Background: an optimization exercise with open tools, aiming at small area. Do not read the settings as production practice.
The RTL was checked by simulation tests, not by an equivalence proof against the original design.
The clock port is modelled as an ideal driver; clocking choices that lean on that would not hold on a real chip.

## QAM
module QAM(clk, rst, en, Din, IFout);
input clk, rst, en;
input Din;
output reg signed [17:0] IFout;
reg ce2;           
reg sm_ctrl;       
reg swap;          
reg [1:0] spc;     
reg sm_i, sm_q;    
reg [3:0] usi;     
reg [3:0] cnt;     
reg [8:0] sym_i, sym_q;  
reg [1:0] mix_cnt;
reg [15:0] acc;    
wire en0 = en & ce2;
wire en1 = sm_ctrl & ce2;
wire en2 = usi[3];
wire [1:0] sw = usi[1:0];
wire load = en2 & (sw == 2'd0);
wire neg = ~mix_cnt[1];                         
wire [8:0] s = mix_cnt[0] ? sym_i : sym_q;      
wire [8:0] x = s ^ {9{neg}};
wire [8:0] v;      
assign v[0] = cnt > 4'd0;
assign v[1] = cnt > 4'd1;
assign v[2] = cnt > 4'd2;
assign v[3] = cnt > 4'd3;
assign v[4] = cnt > 4'd4;
assign v[5] = cnt > 4'd5;
assign v[6] = cnt > 4'd6;
assign v[7] = cnt > 4'd7;
assign v[8] = cnt > 4'd8;
reg [15:0] g0_7;    
always @(*) begin
  case ({sw, x[0], x[7], v[0], v[7]})
    6'd0: g0_7 = 16'd341;
  ...
Size: roughly 500 cells after synthesis, about 51 flip-flops, ~22 I/O pins, roughly 0.0042 sq mm of cells after synthesis.
clock: 5.0 ns
lec_check: 0
abc_area: 1
cap_margin: 20
core_margin: 2
core_utilization: 40
cts_buf_list: sky130_fd_sc_hd__clkbuf_8
gpl_timing_driven: 0
hold_slack_margin: 0.1
slew_margin: 20
standard.sh (not shown) runs the stock make flow with config.mk's settings and CLKGATE_MAP_FILE= SYNTH_SCRIPT=/design/flow/synth_recipe.tcl, a recipe that flattens the netlist after the stock synthesis.
==> flow/flow/run.sh <==
#!/bin/bash
# Layout flow: the standard ORFS flow (standard.sh) with these changes:
#  - Yosys's generic synthesis runs without its intermediate ABC pass (SYNTH_ARGS=-noabc),
#    so the adder tree written in the RTL reaches full-adder extraction as written;
#    registers, their names and cell types are those of the standard synthesis;
#  - the final ABC technology mapping uses an area-oriented script (flow/abc_area.script:
#    a time-bounded &deepsyn restructuring, then area mapping),
#    through a copy of ORFS's scripts folder that differs only in that file;
#  - after clock-tree synthesis, flow/post_cts.tcl delays the clock of the output register
#    (useful skew for the register-to-register paths into it), then runs the CTS step's
#    timing repair, which ORFS is told to skip (SKIP_CTS_REPAIR_TIMING=1);
#  - every input and output port still gets its own buffer, but the smallest one
#    (sky130_fd_sc_hd__buf_1); the resizer may still resize it.
# Each ORFS step writes its own log under orfs/logs/; make's output goes to make.log here.
set -euo pipefail
rm -rf scripts_local
cp -r "$FLOW_HOME/scripts" scripts_local
cp flow/abc_area.script scripts_local/abc_area.script
bash standard.sh SYNTH_ARGS=-noabc SCRIPTS_DIR="$PWD/scripts_local" SKIP_CTS_REPAIR_TIMING=1 \
  POST_CTS_TCL="$PWD/flow/post_cts.tcl" "BUFFER_PORTS_ARGS=-buffer_cell sky130_fd_sc_hd__buf_1" \
  "SKEW_CELLS=sky130_fd_sc_hd__clkdlybuf4s50_1 sky130_fd_sc_hd__clkdlybuf4s50_1 sky130_fd_sc_hd__clkdlybuf4s50_1 sky130_fd_sc_hd__clkbuf_8" finish > make.log 2>&1
==> flow/flow/abc_area.script <==
strash
&get -n
&deepsyn -T 20
&put
dch -f
amap
topo
dnsize -c
Other scripts of this flow, unchanged in this note and not shown: flow/flow/post_cts.tcl
The baseline finished clean.
==> next run, changes <==
--- a/flow/flow/run.sh
+++ b/flow/flow/run.sh
@@ -20,2 +20,2 @@
   POST_CTS_TCL="$PWD/flow/post_cts.tcl" "BUFFER_PORTS_ARGS=-buffer_cell sky130_fd_sc_hd__buf_1" \
-  "SKEW_CELLS=sky130_fd_sc_hd__clkdlybuf4s50_1 sky130_fd_sc_hd__clkdlybuf4s50_1 sky130_fd_sc_hd__clkdlybuf4s50_1 sky130_fd_sc_hd__clkbuf_8" finish > make.log 2>&1
+  "SKEW_CELLS=sky130_fd_sc_hd__clkdlybuf4s50_1 sky130_fd_sc_hd__clkdlybuf4s50_1 sky130_fd_sc_hd__clkbuf_8" finish > make.log 2>&1
After rerunning: The new run ran to the end with violations: negative setup slack; critical path depth fell by 6; final area fell by 2.6%.
==> next run, changes <==
--- a/flow/flow/run.sh
+++ b/flow/flow/run.sh
@@ -5,4 +5,3 @@
 #    registers, their names and cell types are those of the standard synthesis;
-#  - the final ABC technology mapping uses an area-oriented script (flow/abc_area.script:
-#    a time-bounded &deepsyn restructuring, then area mapping),
+#  - the final ABC technology mapping uses an area-oriented script (flow/abc_area.script),
 #    through a copy of ORFS's scripts folder that differs only in that file;
==> flow/flow/abc_area.script (replaced) <==
strash
&get -n
&dc2
&dc2
&put
dch -f
amap
topo
dnsize -c
The changed run finished clean.
Cell area fell by 11%.
Die area is higher by 4.0%.
Sequential share of layout area climbs by 2.7 points.
Worst hold slack got worse by 84 ps.
==> next run, changes <==
==> flow/flow/abc_area.script (replaced) <==
strash
dch -f
amap
topo
dnsize -c
CORE_UTILIZATION = 55   (was 40)
Outcome:
- The changed run completed with no timing, DRC or antenna violations
- sequential share of layout area goes up by 0.16 points
- global-route usage goes up by 7.5 points
- via count goes up by 2.9%
==> next run, changes <==
CORE_UTILIZATION = 40   (was 55)
CTS_BUF_LIST = sky130_fd_sc_hd__clkbuf_4 sky130_fd_sc_hd__clkbuf_8   (was sky130_fd_sc_hd__clkbuf_8)
Via count went down by 1.8%.
Clock skew went down by 50 ps.
Fmax falls by 1.3%.
Global-route usage shrinks by 8.4 points.
Setup slack loses 60 ps.
Core utilization drops by 17 points.
Flip-flop and latch count is unchanged.
Cell area rises by 0.91%.
==> next run, changes <==
CTS_BUF_LIST = sky130_fd_sc_hd__clkbuf_8   (was sky130_fd_sc_hd__clkbuf_4 sky130_fd_sc_hd__clkbuf_8)
After rerunning: Design area stays the same. Fmax stays the same. Critical path depth is unchanged. Routed wire length stays the same. Via count is unchanged. Clock skew is unchanged. Die area does not change. Core utilization does not change. Setup slack does not change.


Another version of the RTL of QAM (not shown whole).
Size in the first run: roughly 660 cells after synthesis, ~51 flip-flops, ~22 I/O pins.
clock: 5.0 ns
lec_check: 0
abc_area: 1
cap_margin: 20
core_margin: 2
core_utilization: 40
gpl_timing_driven: 0
place_density: 0.85
slew_margin: 20
==> flow/flow/run.sh <==
#!/bin/bash
# Layout flow: the standard ORFS flow (standard.sh), with Yosys's generic synthesis run
# without its intermediate ABC pass (SYNTH_ARGS=-noabc), so that the adder tree written in
# the RTL reaches full-adder extraction as written. Registers, their names and cell types
# are those of the standard synthesis. Each ORFS step writes its own log under
# orfs/logs/; make's own output goes to make.log in this folder.
set -euo pipefail
bash standard.sh SYNTH_ARGS=-noabc finish > make.log 2>&1
Rerun with:
Settings changed: CTS_CLUSTER_DIAMETER from default to 300, CTS_CLUSTER_SIZE from default to 50, PLACE_DENSITY 0.85 to default.
After rerunning: Utilization stays flat. Global-route usage rose by 2.1 points. Non-clock buffer count fell by 2. Routed wire length rose by 11%. Die area is unchanged. First-iteration DRC count rose by 2.3%.
Rerun with:
Settings changed: ABC_AREA 1 to 0, CTS_CLUSTER_DIAMETER 300 to default, CTS_CLUSTER_SIZE 50 to default.
Result: Routed wire length grows by 0.98%; cell count shrinks by 8.8%; fmax shrinks by 3.1%; via count grows by 1.2%; non-clock buffer count grows by 47.


QAM, a different RTL version from the one above (not shown whole).
Size in the first run: ~500 cells after synthesis, ~51 flip-flops, ~22 I/O pins.
Settings: LEC_CHECK=0, ABC_AREA=1, CAP_MARGIN=20, CORE_MARGIN=2, CORE_UTILIZATION=40, CTS_BUF_LIST=sky130_fd_sc_hd__clkbuf_8, GPL_TIMING_DRIVEN=0, HOLD_SLACK_MARGIN=0.05, SLEW_MARGIN=20; clock period 5.0 ns.
==> flow/flow/run.sh <==
#!/bin/bash
# Layout flow: the standard ORFS flow (standard.sh) with these changes:
#  - Yosys's generic synthesis runs without its intermediate ABC pass (SYNTH_ARGS=-noabc),
#    so the adder tree written in the RTL reaches full-adder extraction as written;
#    registers, their names and cell types are those of the standard synthesis;
#  - the final ABC technology mapping uses an area-oriented script (flow/abc_area.script),
#    through a copy of ORFS's scripts folder that differs only in that file;
#  - after clock-tree synthesis, flow/post_cts.tcl delays the clock of the output register
#    (useful skew for the register-to-register paths into it), then runs the CTS step's
#    timing repair, which ORFS is told to skip (SKIP_CTS_REPAIR_TIMING=1);
#  - every input and output port still gets its own buffer, but the smallest one
#    (sky130_fd_sc_hd__buf_1); the resizer may still resize it.
# Each ORFS step writes its own log under orfs/logs/; make's output goes to make.log here.
set -euo pipefail
rm -rf scripts_local
cp -r "$FLOW_HOME/scripts" scripts_local
cp flow/abc_area.script scripts_local/abc_area.script
bash standard.sh SYNTH_ARGS=-noabc SCRIPTS_DIR="$PWD/scripts_local" SKIP_CTS_REPAIR_TIMING=1 \
  POST_CTS_TCL="$PWD/flow/post_cts.tcl" "BUFFER_PORTS_ARGS=-buffer_cell sky130_fd_sc_hd__buf_1" \
  "SKEW_CELLS=sky130_fd_sc_hd__clkdlybuf4s50_1 sky130_fd_sc_hd__clkdlybuf4s50_1 sky130_fd_sc_hd__clkbuf_8" finish > make.log 2>&1
==> flow/flow/post_cts.tcl <==
# Runs at the end of ORFS's CTS step (POST_CTS_TCL), which is told to skip its own timing
# repair (SKIP_CTS_REPAIR_TIMING=1); this script does that repair after the change below.
#
# Useful skew for the register-to-register paths into the output register acc (IFout):
# acc's clock pins are moved from the clock tree's leaf nets to one net that a delay cell
# and a clock buffer drive from the leaf net of acc[0]. Every path into acc comes from
# another register of the design; acc's outputs go only to the output ports, whose
# timing this makes harder, not easier. Inputs reach no acc data pin combinationally.
set block [ord::get_db_block]
set db [ord::get_db]
set accs {}
foreach inst [$block getInsts] {
  if {[string range [$inst getName] 0 3] eq "acc\\" && [$inst findITerm CLK] ne "NULL"} {
    lappend accs $inst
  }
}
puts "skew: [llength $accs] acc registers"
set first [lindex $accs 0]
set leaf [[$first findITerm CLK] getNet]
set sx 0; set sy 0
foreach inst $accs {
  lassign [$inst getLocation] x y
  set sx [expr {$sx + $x}]; set sy [expr {$sy + $y}]
}
set cx [expr {int($sx / [llength $accs])}]
set cy [expr {int($sy / [llength $accs])}]
set prev $leaf
set i 0
foreach cell $::env(SKEW_CELLS) {
  set master [$db findMaster $cell]
  set buf [odb::dbInst_create $block $master "skew_buf_$i"]
  set net [odb::dbNet_create $block "skew_net_$i"]
  $net setSigType CLOCK
  [$buf findITerm A] connect $prev
  [$buf findITerm X] connect $net
  $buf setLocation $cx $cy
  $buf setPlacementStatus PLACED
  set prev $net
  incr i
}
foreach inst $accs {
  set it [$inst findITerm CLK]
  $it disconnect
  $it connect $prev
}
set_propagated_clock [all_clocks]
estimate_parasitics -placement
set result [catch { detailed_placement } msg]
if { $result != 0 } { error "Detailed placement failed after skew: $msg" }
estimate_parasitics -placement
report_checks -path_delay max -group_path_count 1 -format end
repair_timing_helper
set result [catch { detailed_placement } msg]
if { $result != 0 } { error "Detailed placement failed after repair: $msg" }
check_placement -verbose
report_design_area
Other scripts of this flow, unchanged in this note and not shown: flow/flow/abc_area.script
The first run produced a clean layout.
Change:
--- a/flow/flow/run.sh
+++ b/flow/flow/run.sh
@@ -19,2 +19,2 @@
   POST_CTS_TCL="$PWD/flow/post_cts.tcl" "BUFFER_PORTS_ARGS=-buffer_cell sky130_fd_sc_hd__buf_1" \
-  "SKEW_CELLS=sky130_fd_sc_hd__clkdlybuf4s50_1 sky130_fd_sc_hd__clkdlybuf4s50_1 sky130_fd_sc_hd__clkbuf_8" finish > make.log 2>&1
+  "SKEW_CELLS=sky130_fd_sc_hd__clkdlybuf4s25_1 sky130_fd_sc_hd__clkdlybuf4s50_1 sky130_fd_sc_hd__clkbuf_8" finish > make.log 2>&1
HOLD_SLACK_MARGIN = 0.1   (was 0.05)
Outcome:
- fmax fell by 0.38%
- via count barely changes
- sequential share of layout area fell by 0.47 points
- worst hold slack improves by 0.15 ns
- final cell count rose by 0.44%

-- what the ideal ports hide --
Ports are ideal in the flow. The routed layouts listed here were re-timed in OpenROAD. Step 1 assumes that a clkbuf_16 drives the clock port and a buf_2 every other input. Step 2, shift: input delay + t, output delay - t, t = (earliest + latest rising clock arrival at the registers) / 2. This alone moves slack from input paths to output paths. Slacks: ideal / step 1 / step 2; pairs: ideal / step 1.
| run | t, ns | setup WS [ns] | hold slack, ns | latest minus earliest clock arrival (ns) | worst register clock-pin slew, ns |
|---|---|---|---|---|---|
| the first run of note 1 | 1.161 | 0.160 / 0.160 / 0.160 | 0.091 / 0.091 / 0.091 | 1.653 / 1.653 | 0.11 / 0.11 |
| the second run of note 1 | 0.922 | -0.335 / -0.335 / -0.335 | 0.226 / 0.226 / 0.226 | 1.183 / 1.184 | 0.11 / 0.11 |
| the third run of note 1 | 0.914 | 0.391 / 0.391 / 0.391 | 0.142 / 0.142 / 0.142 | 1.201 / 1.201 | 0.13 / 0.13 |
| the fourth run of note 1 | 0.915 | 0.402 / 0.402 / 0.402 | 0.162 / 0.162 / 0.162 | 1.208 / 1.209 | 0.10 / 0.10 |
| the fifth run of note 1 | 0.910 | 0.342 / 0.342 / 0.342 | 0.146 / 0.146 / 0.146 | 1.159 / 1.158 | 0.10 / 0.10 |
| the sixth run of note 1 | 0.910 | 0.342 / 0.342 / 0.342 | 0.146 / 0.146 / 0.146 | 1.159 / 1.158 | 0.10 / 0.10 |
| the first run of note 2 | 0.345 | 0.234 / 0.234 / 0.234 | 0.471 / 0.471 / 0.471 | 0.015 / 0.014 | 0.09 / 0.09 |
| the second run of note 2 | 0.343 | 0.241 / 0.241 / 0.241 | 0.478 / 0.478 / 0.478 | 0.008 / 0.009 | 0.08 / 0.08 |
| the third run of note 2 | 0.357 | 0.090 / 0.090 / 0.090 | 0.472 / 0.472 / 0.472 | 0.020 / 0.020 | 0.09 / 0.09 |
| the first run of note 3 | 0.911 | 0.339 / 0.339 / 0.339 | 0.112 / 0.112 / 0.112 | 1.150 / 1.150 | 0.12 / 0.12 |
| the second run of note 3 | 0.796 | 0.322 / 0.322 / 0.322 | 0.266 / 0.266 / 0.266 | 0.924 / 0.924 | 0.12 / 0.12 |
Clock arrivals are far apart in 8 of these runs, so t is only a midpoint there and step 2 fits no single register.
